What follows belongs to an exercise in optimizing a design on an open flow for small area, a short achievable clock period and few clock cycles; a production flow would make more cautious choices. Where RTL was checked, it was by simulation tests only, not by an equivalence proof against the original.

==> run E: inputs <==
## M2
module M2 (
	input  logic        Clock_50,
	input  logic        Resetn,
	input  logic [15:0] SRAM_read_data,
	input  logic        M2_start,
	output logic        SRAM_we_n,
	output logic        M2_done,
	output logic [15:0] SRAM_write_data,
	output logic [17:0] SRAM_address
);
==> flow/config.mk <==
export PLATFORM = sky130hd
export DESIGN_NAME = M2
export DESIGN_NICKNAME = M2
export VERILOG_FILES = /design/flow/design.v
export SDC_FILE = /design/flow/constraint.sdc
export NUM_CORES = 8
export LEC_CHECK = 0
export CAP_MARGIN = 20
export CORE_MARGIN = 2
export CORE_UTILIZATION = 40
export SLEW_MARGIN = 20
export SYNTH_MEMORY_MAX_BITS = 4096
==> flow/constraint.sdc <==
create_clock -name core_clock -period 12.0 [get_ports {Clock_50}]
set_input_delay 2.4000 -clock core_clock [delete_from_list [all_inputs] [get_ports {Clock_50}]]
set_output_delay 2.4000 -clock core_clock [all_outputs]
set_load 0.01 [all_outputs]
standard.sh (not shown) runs the stock make flow with config.mk's settings and CLKGATE_MAP_FILE= SYNTH_SCRIPT=/design/flow/synth_recipe.tcl, a recipe that flattens the netlist after the stock synthesis.
==> flow/flow/run.sh <==
#!/bin/bash
# The standard layout, with timing repair aiming at 7.5 ns of setup slack
# (4.5 ns paths) instead of 0.  The clock period and constraints are the standard flow's.
set -euo pipefail
bash standard.sh SETUP_SLACK_MARGIN=7.5 finish > standard.log 2>&1
==> inputs of run G, as changes to run E <==
==> flow/run.sh (new file) <==
#!/bin/bash
# synth_recipe.tcl (not shown) runs the flow's synth.tcl, then flattens the netlist and writes it again
# the make line also repeats each setting of config.mk as NAME=value (left out here)
make -C /OpenROAD-flow-scripts/flow DESIGN_CONFIG=/design/flow/config.mk WORK_HOME=/design/flow/orfs CLKGATE_MAP_FILE= SYNTH_SCRIPT=/design/flow/synth_recipe.tcl finish
--- a/flow/config.mk
+++ b/flow/config.mk
@@ -5,8 +5,9 @@
 export SDC_FILE = /design/flow/constraint.sdc
 export NUM_CORES = 8
 export LEC_CHECK = 0
-export CAP_MARGIN = 20
+export CAP_MARGIN = 60
 export CORE_MARGIN = 2
 export CORE_UTILIZATION = 40
-export SLEW_MARGIN = 20
+export SETUP_SLACK_MARGIN = 5
+export SLEW_MARGIN = 60
 export SYNTH_MEMORY_MAX_BITS = 4096
removed: flow/flow/run.sh
removed: flow/standard.sh
==> summary.txt <==
Sequential share of layout area is about the same in run G and run E.
Final area is about the same in run E and run G.
Critical path depth: run G is higher than run E (1).
Function was not checked in any run of this note: the RTL went through the layout flow alone.

* * *

==> 10-22 <==
Another version of the RTL of M2 (not shown whole).
// M2
module M2 (
	input  logic        Clock_50,
	input  logic        Resetn,
	input  logic [15:0] SRAM_read_data,
	input  logic        M2_start,
	output logic        SRAM_we_n,
	output logic        M2_done,
	output logic [15:0] SRAM_write_data,
	output logic [17:0] SRAM_address
);
Settings: LEC_CHECK=0, CAP_MARGIN=20, CORE_MARGIN=2, CORE_UTILIZATION=40, CTS_CLUSTER_DIAMETER=70, CTS_CLUSTER_SIZE=30, SLEW_MARGIN=20, SYNTH_MEMORY_MAX_BITS=4096, TNS_END_PERCENT=40; clock period 12.0 ns.
==> flow/flow/run.sh <==
#!/bin/bash
# The standard layout, with timing repair aiming at 8.1 ns of setup slack
# instead of 0.  The clock period and constraints are the standard flow's.
set -euo pipefail
bash standard.sh SETUP_SLACK_MARGIN=8.1 finish > standard.log 2>&1
==> inputs of 04-07, as changes to 10-22 <==
--- a/flow/design.v
+++ b/flow/design.v
@@ -371,17 +371,17 @@
 logic [17:0] zu0; assign zu0 = (x3 ^ {18{sg0}}) ^ {1'b1, 17'd0};
 logic [29:0] r0 [0:3];
 assign r0[0] = (sel0==2'd0 ? (30'({yu0, 3'd0})) : sel0==2'd1 ? (30'({~zu0, 2'd0})) : sel0==2'd2 ? (30'({yu0, 3'd0})) : 30'd0);
 assign r0[1] = (sel0==2'd0 ? (30'({yu0, 11'd0})) : sel0==2'd1 ? (30'({yu0, 11'd0})) : sel0==2'd2 ? (30'({yu0, 11'd0})) : 30'd0);
 assign r0[2] = (sel0==2'd0 ? (30'({~zu0, 4'd0})) : sel0==2'd1 ? (30'({~zu0, 4'd0})) : sel0==2'd2 ? (30'({~yu0, 9'd0})) : 30'd0);
 assign r0[3] = (sel0==2'd0 ? 30'd0 : sel0==2'd1 ? (30'({~zu0, 5'd0})) : sel0==2'd2 ? (30'({~zu0, 5'd0})) : 30'd0);
 logic [29:0] t0_0s, t0_0c; assign {t0_0s, t0_0c} = csa(r0[0], r0[1], r0[2]);
 logic [29:0] t0_1s, t0_1c; assign {t0_1s, t0_1c} = csa(t0_0s, t0_0c, r0[3]);
-logic [29:0] ps0, pc0; always_ff @(posedge clk) begin ps0 <= t0_1s; pc0 <= t0_1c; end
+logic [29:0] ps0, pc0; assign ps0 = t0_1s; assign pc0 = t0_1c;
 logic [1:0] sel1; logic sg1;
 always_ff @(posedge clk) case (p0)
   4'd0: begin sel1 <= 2'd0; sg1 <= 1'b0; end
   4'd1: begin sel1 <= 2'd0; sg1 <= 1'b0; end
   4'd3: begin sel1 <= 2'd0; sg1 <= 1'b0; end
   4'd4: begin sel1 <= 2'd1; sg1 <= 1'b0; end
   4'd6: begin sel1 <= 2'd0; sg1 <= 1'b0; end
   4'd7: begin sel1 <= 2'd1; sg1 <= 1'b1; end
@@ -393,17 +393,17 @@
 logic [17:0] zu1; assign zu1 = (x3 ^ {18{sg1}}) ^ {1'b1, 17'd0};
 logic [29:0] r1 [0:3];
 assign r1[0] = (sel1==2'd0 ? (30'({yu1, 10'd0})) : sel1==2'd1 ? (30'({yu1, 3'd0})) : sel1==2'd2 ? (30'({yu1, 3'd0})) : 30'd0);
 assign r1[1] = (sel1==2'd0 ? (30'({zu1, 1'd0})) : sel1==2'd1 ? (30'({zu1, 1'd0})) : sel1==2'd2 ? (30'({zu1, 8'd0})) : 30'd0);
 assign r1[2] = (sel1==2'd0 ? (30'({zu1, 8'd0})) : sel1==2'd1 ? (30'({zu1, 8'd0})) : sel1==2'd2 ? (30'({zu1, 8'd0})) : 30'd0);
 assign r1[3] = (sel1==2'd0 ? (30'({~zu1, 5'd0})) : sel1==2'd1 ? (30'(yu1)) : sel1==2'd2 ? (30'({~zu1, 5'd0})) : 30'd0);
 logic [29:0] t1_0s, t1_0c; assign {t1_0s, t1_0c} = csa(r1[0], r1[1], r1[2]);
 logic [29:0] t1_1s, t1_1c; assign {t1_1s, t1_1c} = csa(t1_0s, t1_0c, r1[3]);
-logic [29:0] ps1, pc1; always_ff @(posedge clk) begin ps1 <= t1_1s; pc1 <= t1_1c; end
+logic [29:0] ps1, pc1; assign ps1 = t1_1s; assign pc1 = t1_1c;
 logic [1:0] sel2; logic sg2;
 always_ff @(posedge clk) case (p0)
   4'd0: begin sel2 <= 2'd0; sg2 <= 1'b0; end
   4'd1: begin sel2 <= 2'd0; sg2 <= 1'b1; end
   4'd3: begin sel2 <= 2'd0; sg2 <= 1'b0; end
   4'd4: begin sel2 <= 2'd1; sg2 <= 1'b1; end
   4'd6: begin sel2 <= 2'd0; sg2 <= 1'b1; end
   4'd7: begin sel2 <= 2'd1; sg2 <= 1'b0; end
@@ -415,17 +415,17 @@
 logic [17:0] zu2; assign zu2 = (x3 ^ {18{sg2}}) ^ {1'b1, 17'd0};
 logic [29:0] r2 [0:3];
 assign r2[0] = (sel2==2'd0 ? (30'(yu2)) : sel2==2'd1 ? ({14'd0, ~yu2}) : sel2==2'd2 ? (30'({zu2, 3'd0})) : 30'd0);
 assign r2[1] = (sel2==2'd0 ? (30'({yu2, 4'd0})) : sel2==2'd1 ? (30'({yu2, 4'd0})) : sel2==2'd2 ? (30'({yu2, 4'd0})) : 30'd0);
 assign r2[2] = (sel2==2'd0 ? (30'({yu2, 10'd0})) : sel2==2'd1 ? (30'({yu2, 10'd0})) : sel2==2'd2 ? (30'({yu2, 10'd0})) : 30'd0);
 assign r2[3] = (sel2==2'd0 ? (30'({zu2, 5'd0})) : sel2==2'd1 ? (30'({~yu2, 8'd0})) : sel2==2'd2 ? (30'({zu2, 7'd0})) : 30'd0);
 logic [29:0] t2_0s, t2_0c; assign {t2_0s, t2_0c} = csa(r2[0], r2[1], r2[2]);
 logic [29:0] t2_1s, t2_1c; assign {t2_1s, t2_1c} = csa(t2_0s, t2_0c, r2[3]);
-logic [29:0] ps2, pc2; always_ff @(posedge clk) begin ps2 <= t2_1s; pc2 <= t2_1c; end
+logic [29:0] ps2, pc2; assign ps2 = t2_1s; assign pc2 = t2_1c;
 logic [1:0] sel3; logic sg3;
 always_ff @(posedge clk) case (p0)
   4'd0: begin sel3 <= 2'd0; sg3 <= 1'b0; end
   4'd1: begin sel3 <= 2'd0; sg3 <= 1'b1; end
   4'd3: begin sel3 <= 2'd0; sg3 <= 1'b0; end
   4'd4: begin sel3 <= 2'd1; sg3 <= 1'b1; end
   4'd6: begin sel3 <= 2'd0; sg3 <= 1'b0; end
   4'd7: begin sel3 <= 2'd1; sg3 <= 1'b0; end
@@ -437,18 +437,18 @@
 logic [17:0] zu3; assign zu3 = (x3 ^ {18{sg3}}) ^ {1'b1, 17'd0};
 logic [29:0] r3 [0:3];
 assign r3[0] = (sel3==2'd0 ? (30'({yu3, 4'd0})) : sel3==2'd1 ? (30'({~yu3, 5'd0})) : sel3==2'd2 ? (30'({yu3, 4'd0})) : 30'd0);
 assign r3[1] = (sel3==2'd0 ? ({14'd0, ~yu3}) : sel3==2'd1 ? (30'({yu3, 2'd0})) : sel3==2'd2 ? (30'({zu3, 3'd0})) : 30'd0);
 assign r3[2] = (sel3==2'd0 ? (30'({zu3, 7'd0})) : sel3==2'd1 ? (30'({zu3, 7'd0})) : sel3==2'd2 ? (30'({zu3, 7'd0})) : 30'd0);
 assign r3[3] = (sel3==2'd0 ? 30'd0 : sel3==2'd1 ? (30'({zu3, 9'd0})) : sel3==2'd2 ? (30'({yu3, 10'd0})) : 30'd0);
 logic [29:0] t3_0s, t3_0c; assign {t3_0s, t3_0c} = csa(r3[0], r3[1], r3[2]);
 logic [29:0] t3_1s, t3_1c; assign {t3_1s, t3_1c} = csa(t3_0s, t3_0c, r3[3]);
-logic [29:0] ps3, pc3; always_ff @(posedge clk) begin ps3 <= t3_1s; pc3 <= t3_1c; end
-logic [3:0] p1; always_ff @(posedge clk) p1 <= p0;
+logic [29:0] ps3, pc3; assign ps3 = t3_1s; assign pc3 = t3_1c;
+logic [3:0] p1; assign p1 = p0;
 logic xb, ld; always_ff @(posedge clk) begin ld <= (p1 == 4'd11); case (p1)
   4'd1: xb <= 1'b1;
   4'd2: xb <= 1'b1;
   4'd3: xb <= 1'b1;
   4'd5: xb <= 1'b1;
   4'd6: xb <= 1'b1;
   4'd11: xb <= 1'b1;
   default: xb <= 1'b0;
@@ -607,17 +607,17 @@
 logic [23:0] zu0; assign zu0 = (x3 ^ {24{sg0}}) ^ {1'b1, 23'd0};
 logic [31:0] r0 [0:3];
 assign r0[0] = (sel0==2'd0 ? (32'({yu0, 3'd0})) : sel0==2'd1 ? (32'({~zu0, 2'd0})) : sel0==2'd2 ? (32'({yu0, 3'd0})) : 32'd0);
 assign r0[1] = (sel0==2'd0 ? (32'({yu0, 11'd0})) : sel0==2'd1 ? (32'({yu0, 11'd0})) : sel0==2'd2 ? (32'({yu0, 11'd0})) : 32'd0);
 assign r0[2] = (sel0==2'd0 ? (32'({~zu0, 4'd0})) : sel0==2'd1 ? (32'({~zu0, 4'd0})) : sel0==2'd2 ? (32'({~yu0, 9'd0})) : 32'd0);
 assign r0[3] = (sel0==2'd0 ? 32'd0 : sel0==2'd1 ? (32'({~zu0, 5'd0})) : sel0==2'd2 ? (32'({~zu0, 5'd0})) : 32'd0);
 logic [31:0] t0_0s, t0_0c; assign {t0_0s, t0_0c} = csa(r0[0], r0[1], r0[2]);
 logic [31:0] t0_1s, t0_1c; assign {t0_1s, t0_1c} = csa(t0_0s, t0_0c, r0[3]);
-logic [31:0] ps0, pc0; always_ff @(posedge clk) begin ps0 <= t0_1s; pc0 <= t0_1c; end
+logic [31:0] ps0, pc0; assign ps0 = t0_1s; assign pc0 = t0_1c;
 logic [1:0] sel1; logic sg1;
 always_ff @(posedge clk) case (p0)
   4'd0: begin sel1 <= 2'd0; sg1 <= 1'b0; end
   4'd1: begin sel1 <= 2'd0; sg1 <= 1'b0; end
   4'd3: begin sel1 <= 2'd0; sg1 <= 1'b0; end
   4'd4: begin sel1 <= 2'd1; sg1 <= 1'b0; end
   4'd6: begin sel1 <= 2'd0; sg1 <= 1'b0; end
   4'd7: begin sel1 <= 2'd1; sg1 <= 1'b1; end
@@ -629,17 +629,17 @@
 logic [23:0] zu1; assign zu1 = (x3 ^ {24{sg1}}) ^ {1'b1, 23'd0};
 logic [31:0] r1 [0:3];
 assign r1[0] = (sel1==2'd0 ? (32'({yu1, 10'd0})) : sel1==2'd1 ? (32'({yu1, 3'd0})) : sel1==2'd2 ? (32'({yu1, 3'd0})) : 32'd0);
 assign r1[1] = (sel1==2'd0 ? (32'({zu1, 1'd0})) : sel1==2'd1 ? (32'({zu1, 1'd0})) : sel1==2'd2 ? (32'({zu1, 8'd0})) : 32'd0);
 assign r1[2] = (sel1==2'd0 ? (32'({zu1, 8'd0})) : sel1==2'd1 ? (32'({zu1, 8'd0})) : sel1==2'd2 ? (32'({zu1, 8'd0})) : 32'd0);
 assign r1[3] = (sel1==2'd0 ? (32'({~zu1, 5'd0})) : sel1==2'd1 ? (32'(yu1)) : sel1==2'd2 ? (32'({~zu1, 5'd0})) : 32'd0);
 logic [31:0] t1_0s, t1_0c; assign {t1_0s, t1_0c} = csa(r1[0], r1[1], r1[2]);
 logic [31:0] t1_1s, t1_1c; assign {t1_1s, t1_1c} = csa(t1_0s, t1_0c, r1[3]);
-logic [31:0] ps1, pc1; always_ff @(posedge clk) begin ps1 <= t1_1s; pc1 <= t1_1c; end
+logic [31:0] ps1, pc1; assign ps1 = t1_1s; assign pc1 = t1_1c;
 logic [1:0] sel2; logic sg2;
 always_ff @(posedge clk) case (p0)
   4'd0: begin sel2 <= 2'd0; sg2 <= 1'b0; end
   4'd1: begin sel2 <= 2'd0; sg2 <= 1'b1; end
   4'd3: begin sel2 <= 2'd0; sg2 <= 1'b0; end
   4'd4: begin sel2 <= 2'd1; sg2 <= 1'b1; end
   4'd6: begin sel2 <= 2'd0; sg2 <= 1'b1; end
   4'd7: begin sel2 <= 2'd1; sg2 <= 1'b0; end
@@ -651,17 +651,17 @@
 logic [23:0] zu2; assign zu2 = (x3 ^ {24{sg2}}) ^ {1'b1, 23'd0};
 logic [31:0] r2 [0:3];
 assign r2[0] = (sel2==2'd0 ? (32'(yu2)) : sel2==2'd1 ? ({10'd0, ~yu2}) : sel2==2'd2 ? (32'({zu2, 3'd0})) : 32'd0);
 assign r2[1] = (sel2==2'd0 ? (32'({yu2, 4'd0})) : sel2==2'd1 ? (32'({yu2, 4'd0})) : sel2==2'd2 ? (32'({yu2, 4'd0})) : 32'd0);
 assign r2[2] = (sel2==2'd0 ? (32'({yu2, 10'd0})) : sel2==2'd1 ? (32'({yu2, 10'd0})) : sel2==2'd2 ? (32'({yu2, 10'd0})) : 32'd0);
 assign r2[3] = (sel2==2'd0 ? (32'({zu2, 5'd0})) : sel2==2'd1 ? (32'({~yu2, 8'd0})) : sel2==2'd2 ? (32'({zu2, 7'd0})) : 32'd0);
 logic [31:0] t2_0s, t2_0c; assign {t2_0s, t2_0c} = csa(r2[0], r2[1], r2[2]);
 logic [31:0] t2_1s, t2_1c; assign {t2_1s, t2_1c} = csa(t2_0s, t2_0c, r2[3]);
-logic [31:0] ps2, pc2; always_ff @(posedge clk) begin ps2 <= t2_1s; pc2 <= t2_1c; end
+logic [31:0] ps2, pc2; assign ps2 = t2_1s; assign pc2 = t2_1c;
 logic [1:0] sel3; logic sg3;
 always_ff @(posedge clk) case (p0)
   4'd0: begin sel3 <= 2'd0; sg3 <= 1'b0; end
   4'd1: begin sel3 <= 2'd0; sg3 <= 1'b1; end
   4'd3: begin sel3 <= 2'd0; sg3 <= 1'b0; end
   4'd4: begin sel3 <= 2'd1; sg3 <= 1'b1; end
   4'd6: begin sel3 <= 2'd0; sg3 <= 1'b0; end
   4'd7: begin sel3 <= 2'd1; sg3 <= 1'b0; end
@@ -673,18 +673,18 @@
 logic [23:0] zu3; assign zu3 = (x3 ^ {24{sg3}}) ^ {1'b1, 23'd0};
 logic [31:0] r3 [0:3];
 assign r3[0] = (sel3==2'd0 ? (32'({yu3, 4'd0})) : sel3==2'd1 ? (32'({~yu3, 5'd0})) : sel3==2'd2 ? (32'({yu3, 4'd0})) : 32'd0);
 assign r3[1] = (sel3==2'd0 ? ({10'd0, ~yu3}) : sel3==2'd1 ? (32'({yu3, 2'd0})) : sel3==2'd2 ? (32'({zu3, 3'd0})) : 32'd0);
 assign r3[2] = (sel3==2'd0 ? (32'({zu3, 7'd0})) : sel3==2'd1 ? (32'({zu3, 7'd0})) : sel3==2'd2 ? (32'({zu3, 7'd0})) : 32'd0);
 assign r3[3] = (sel3==2'd0 ? 32'd0 : sel3==2'd1 ? (32'({zu3, 9'd0})) : sel3==2'd2 ? (32'({yu3, 10'd0})) : 32'd0);
 logic [31:0] t3_0s, t3_0c; assign {t3_0s, t3_0c} = csa(r3[0], r3[1], r3[2]);
 logic [31:0] t3_1s, t3_1c; assign {t3_1s, t3_1c} = csa(t3_0s, t3_0c, r3[3]);
-logic [31:0] ps3, pc3; always_ff @(posedge clk) begin ps3 <= t3_1s; pc3 <= t3_1c; end
-logic [3:0] p1; always_ff @(posedge clk) p1 <= p0;
+logic [31:0] ps3, pc3; assign ps3 = t3_1s; assign pc3 = t3_1c;
+logic [3:0] p1; assign p1 = p0;
 logic xb, ld; always_ff @(posedge clk) begin ld <= (p1 == 4'd11); case (p1)
   4'd1: xb <= 1'b1;
   4'd2: xb <= 1'b1;
   4'd3: xb <= 1'b1;
   4'd5: xb <= 1'b1;
   4'd6: xb <= 1'b1;
   4'd11: xb <= 1'b1;
   default: xb <= 1'b0;
@@ -777,45 +777,45 @@
 logic [1:0]  wp;
 logic [5:0]  wbc;
 logic [4:0]  wbr;
 logic [1:0]  wpl;
 logic        w_last_bc;
 logic [16:0] winc;
 assign w_last_bc = (wpl == 2'd0) ? (wbc == 6'd39) : (wbc == 6'd19);
 always_comb begin
-	if (wk == 3'd3)                    winc = (wpl == 2'd0) ? -17'sd800 : -17'sd400;
-	else if (wk != 3'd7)               winc = (wpl == 2'd0) ? 17'd320 : 17'd160;
+	if (wk != 3'd7)                    winc = (wpl == 2'd0) ? 17'd160 : 17'd80;
 	else if (wp != 2'd3 || !w_last_bc) winc = (wpl == 2'd0) ? -17'sd1119 : -17'sd559;
 	else                               winc = 17'd1;
 end
 logic [15:0] wb [0:7];
 logic [3:0]  wb_cnt;
 logic        wslot;          
 logic        do_write;
 logic        last_write;
 assign last_write = (wpl == 2'd2) && (wbr == 5'd29) && w_last_bc && (wp == 2'd3) && (wk == 3'd7);
 assign do_write = wslot && (wb_cnt != 4'd0);
 always_ff @(posedge Clock_50 or negedge Resetn) begin
 	if (!Resetn) begin
 		run <= 1'b0; rd_on <= 1'b1;
 		q <= 4'd0; rp0 <= 4'd8; cp0 <= 4'd2; cp1 <= 4'd1; wslot <= 1'b0;
 		rowb <= 15'd9600; rk <= 3'd0; rbc <= 6'd0; rbr <= 5'd0; rpl <= 2'd0;
 		waddr <= 17'd0; wk <= 3'd0; wp <= 2'd0; wbc <= 6'd0; wbr <= 5'd0; wpl <= 2'd0;
-		SRAM_we_n <= 1'b1;
+		SRAM_address <= 18'd0; SRAM_we_n <= 1'b1; SRAM_write_data <= 16'd0;
 		M2_done <= 1'b0;
 	end else begin
 		SRAM_we_n <= 1'b1;
 		if (!run) begin
 			if (M2_start && !M2_done) run <= 1'b1;
 		end else begin
 			q <= inc12(q); rp0 <= inc12(rp0); cp0 <= inc12(cp0); cp1 <= inc12(cp1);
 			wslot <= (q == 4'd1) || (q == 4'd4) || (q == 4'd7) || (q == 4'd10);
 			if (q_rd) begin
 				if (rd_on) begin
+					SRAM_address <= {rowb, nof(q)};
 					if (q == 4'd10) begin
 						rowb <= rowb + rinc;
 						rk <= rk + 3'd1;
 						if (rk == 3'd7) begin
 							if (!r_last_bc) rbc <= rbc + 6'd1;
 							else begin
 								rbc <= 6'd0;
 								if (rbr != 5'd29) rbr <= rbr + 5'd1;
@@ -824,17 +824,19 @@
 									if (rpl == 2'd2) rd_on <= 1'b0;
 									else rpl <= rpl + 2'd1;
 								end
 							end
 						end
 					end
 				end
 			end else if (wb_cnt != 4'd0) begin
+				SRAM_address <= {1'b0, waddr};
 				SRAM_we_n <= 1'b0;
+				SRAM_write_data <= wb[0];
 				waddr <= waddr + winc;
 				wk <= wk + 3'd1;
 				if (wk == 3'd7) begin
 					wp <= wp + 2'd1;
 					if (wp == 2'd3) begin
 						if (!w_last_bc) wbc <= wbc + 6'd1;
 						else begin
 							wbc <= 6'd0;
@@ -849,25 +851,16 @@
 				if (last_write) begin
 					M2_done <= 1'b1;
 					run <= 1'b0;
 				end
 			end
 		end
 	end
 end
-always_ff @(posedge Clock_50) begin
-	if (run) begin
-		if (q_rd) SRAM_address <= {rowb, nof(q)};
-		else begin
-			SRAM_address <= {1'b0, waddr};
-			SRAM_write_data <= wb[wk];
-		end
-	end
-end
 logic [15:0] xr, xr2;
 logic [17:0] xr3;            
 always_ff @(posedge Clock_50) begin
 	xr <= SRAM_read_data;
 	xr2 <= xr;
 	xr3 <= {{2{xr[15]}}, xr} + {xr[15], xr, 1'b0};
 end
 logic [29:0] rpa [0:3];
@@ -906,18 +899,18 @@
 		3'd4: mof = 3'd7; 3'd5: mof = 3'd6; 3'd6: mof = 3'd0; default: mof = 3'd4;
 	endcase
 endfunction
 logic        cp_on, cp_pend, cp_par, cp_pend_par;
 logic [2:0]  cp_m;
 logic        cp_on_n, cp_par_n;
 logic [2:0]  cp_m_n, cp_n_n;
 logic [5:0]  cp_addr;
-logic        cv1, cv2, col_done, col_odd;
-logic [2:0]  cm1, cm2;
+logic        cv1, col_done, col_odd;
+logic [2:0]  cm1;
 always_comb begin
 	cp_on_n = cp_on; cp_m_n = cp_m; cp_par_n = cp_par;
 	if (run && cp0 == 4'd11) begin
 		if (cp_pend) begin
 			cp_on_n = 1'b1; cp_m_n = 3'd0; cp_par_n = cp_pend_par;
 		end else if (cp_on) begin
 			cp_m_n = cp_m + 3'd1;
 			if (cp_m == 3'd7) cp_on_n = 1'b0;
@@ -926,39 +919,38 @@
 	cp_n_n = nof(run ? inc12(cp0) : cp0);
 end
 always_ff @(posedge Clock_50 or negedge Resetn) begin
 	if (!Resetn) begin
 		row_v <= 1'b0; row_end <= 1'b0; rp_k <= 3'd0; rp_par <= 1'b0;
 		tw_we <= 1'b0; tw_i <= 3'd0; tw_k <= 3'd0; tw_par <= 1'b0; tw_addr <= 6'd0;
 		cp_on <= 1'b0; cp_pend <= 1'b0; cp_par <= 1'b0; cp_pend_par <= 1'b0; cp_m <= 3'd0;
 		cp_addr <= 6'd0;
-		cv1 <= 1'b0; cm1 <= 3'd0; cv2 <= 1'b0; cm2 <= 3'd0; col_done <= 1'b0; col_odd <= 1'b0;
+		cv1 <= 1'b0; cm1 <= 3'd0; col_done <= 1'b0; col_odd <= 1'b0;
 	end else begin
 		if (run && q == 4'd10) row_v <= rd_on;
-		row_end <= run && (q == 4'd4) && row_v;
+		row_end <= run && (q == 4'd3) && row_v;
 		if (row_end) begin
 			rp_k <= rp_k + 3'd1;
 			if (rp_k == 3'd7) rp_par <= ~rp_par;
 			tw_we <= 1'b1; tw_i <= 3'd0; tw_k <= rp_k; tw_par <= rp_par;
 			tw_addr <= rp_par ? {mof(3'd0), rp_k} : {rp_k, mof(3'd0)};
 		end else if (tw_we) begin
 			tw_i <= tw_i + 3'd1;
 			if (tw_i == 3'd7) tw_we <= 1'b0;
 			tw_addr <= tw_par ? {mof(tw_i + 3'd1), tw_k} : {tw_k, mof(tw_i + 3'd1)};
 		end
 		if (row_end && rp_k == 3'd7) begin
 			cp_pend <= 1'b1; cp_pend_par <= rp_par;
 		end else if (run && cp0 == 4'd11) cp_pend <= 1'b0;
 		cp_on <= cp_on_n; cp_m <= cp_m_n; cp_par <= cp_par_n;
 		cp_addr <= cp_par_n ? {cp_m_n, cp_n_n} : {cp_n_n, cp_m_n};
 		cv1 <= cp_on; cm1 <= cp_m;
-		cv2 <= cv1;   cm2 <= cm1;
-		col_done <= (q == 4'd11) && cv2;
-		col_odd <= cm2[0];
+		col_done <= (q == 4'd10) && cv1;
+		col_odd <= cm1[0];
 	end
 end
 logic [21:0] tb_rdata;
 dual_port_RAM_0 tbuf (
 	.clock(Clock_50), .wren(tw_we), .waddr(tw_addr), .wdata(stg[0]),
 	.raddr(cp_addr), .rdata(tb_rdata)
 );
 logic [21:0] cx, cx2;
@@ -970,32 +962,31 @@
 end
 logic [31:0] cpa [0:3];
 logic [31:0] cpb [0:3];
 col_pass cpass (
 	.clk(Clock_50), .x(cx2), .x3(cx3), .p0(cp1),
 	.ra0(cpa[0]), .ra1(cpa[1]), .ra2(cpa[2]), .ra3(cpa[3]),
 	.rb0(cpb[0]), .rb1(cpb[1]), .rb2(cpb[2]), .rb3(cpb[3])
 );
-logic [7:0] smp [0:7];
-always_comb begin
-	for (int c = 0; c < 4; c++) begin
-		smp[3 - c] = clip(cpa[c]);
-		smp[4 + c] = clip(cpb[c]);
-	end
-end
+logic [7:0] ev [0:7];
 always_ff @(posedge Clock_50) begin
 	if (col_done && !col_odd) begin
-		for (int j = 0; j < 4; j++) wb[j] <= {smp[2 * j], smp[2 * j + 1]};
+		for (int c = 0; c < 4; c++) begin
+			ev[3 - c] <= clip(cpa[c]);
+			ev[4 + c] <= clip(cpb[c]);
+		end
 	end
 	if (col_done && col_odd) begin
-		for (int j = 0; j < 4; j++) begin
-			wb[j]     <= {wb[j][15:8], smp[2 * j]};
-			wb[4 + j] <= {wb[j][7:0], smp[2 * j + 1]};
+		for (int c = 0; c < 4; c++) begin
+			wb[3 - c] <= {ev[3 - c], clip(cpa[c])};
+			wb[4 + c] <= {ev[4 + c], clip(cpb[c])};
 		end
+	end else if (do_write) begin
+		for (int j = 0; j < 7; j++) wb[j] <= wb[j + 1];
 	end
 end
 always_ff @(posedge Clock_50 or negedge Resetn) begin
 	if (!Resetn) wb_cnt <= 4'd0;
 	else if (col_done && col_odd) wb_cnt <= 4'd8;
 	else if (do_write) wb_cnt <= wb_cnt - 4'd1;
 end
 endmodule
==> flow/flow/run.sh (replaced) <==
#!/bin/bash
# The standard layout, with timing repair aiming at 8 ns of setup slack
# instead of 0.  The clock period and constraints are the standard flow's.
set -euo pipefail
bash standard.sh SETUP_SLACK_MARGIN=8 finish > standard.log 2>&1
- TNS_END_PERCENT: 40 -> default
==> summary.txt <==
| item | 10-22 | 04-07 |
|---|---|---|
| Sum of met2 wire segment lengths after detailed routing | 188000 um | 201000 um |
| Layout fillers | 31700 | 29800 |
| Initial antenna violation count | 14 | 18 |
| Data-path buffer share of cell area in the final layout | 1.22% | 6.36% |
| Sort of element at the end of the critical path | primary output | register |
| Crit path to | SRAM_write_data[3] | cpass.ra[3][28]$_SDFF_PP0_ |
| Cell count along the critical path | 1 | 24 |
| Chip Height | 603 um | 595 um |
| Library cell contributing the largest single delay on the critical path | edfxtp_1 | fa_1 |
| Pin count of the biggest net entering global routing | 93 | 144 |
| Cell class with the largest area share | registers | multi-input gates |
| Number of different library cells in the post-synthesis netlist | 98 | 94 |
| Count of plain and timing-repair buffers in the layout | 231 | 986 |
| Number of clock buffers in the layout | 198 | 179 |
| Flops & latches, synth | 2935 | 2564 |
| Result of the run | no timing/DRC/antenna violations | no timing/DRC/antenna violations |
Testbench counts of 10-22, summed over its fixed seeds: cycles 1,383,204.
For 04-07, only the layout was checked, not whether the RTL still works.

afterwards: timing with drivers on the ports:
The flow's constraints put no driver on any port. The routed layouts listed below were extracted and timed again, unchanged, in two steps. Step 1 assumes that a clkbuf_16 drives the clock port and a buf_2 every other input. Step 2 adds t to the input delays and takes it off the output delays; t is the mean of the earliest and latest rising clock arrival at the registers after step 1. Input paths then give back, and output paths get back, about the clock's delay inside the block. Three values: ideal ports, drivers, drivers and shift; two values: the first two.
| run | t, ns | setup WS [ns] | worst setup path at the end |
|---|---|---|---|
| run E | 1.024 | 7.540 / 7.538 / 7.540 | register to register |
| run G | 1.022 | 6.576 / 6.576 / 6.576 | register to register |
| 10-22 | 0.996 | 8.035 / 7.934 / 8.139 | register to register |
| 04-07 | 0.999 | 6.504 / 6.504 / 6.504 | register to register |
After both steps every run listed still meets setup and hold.
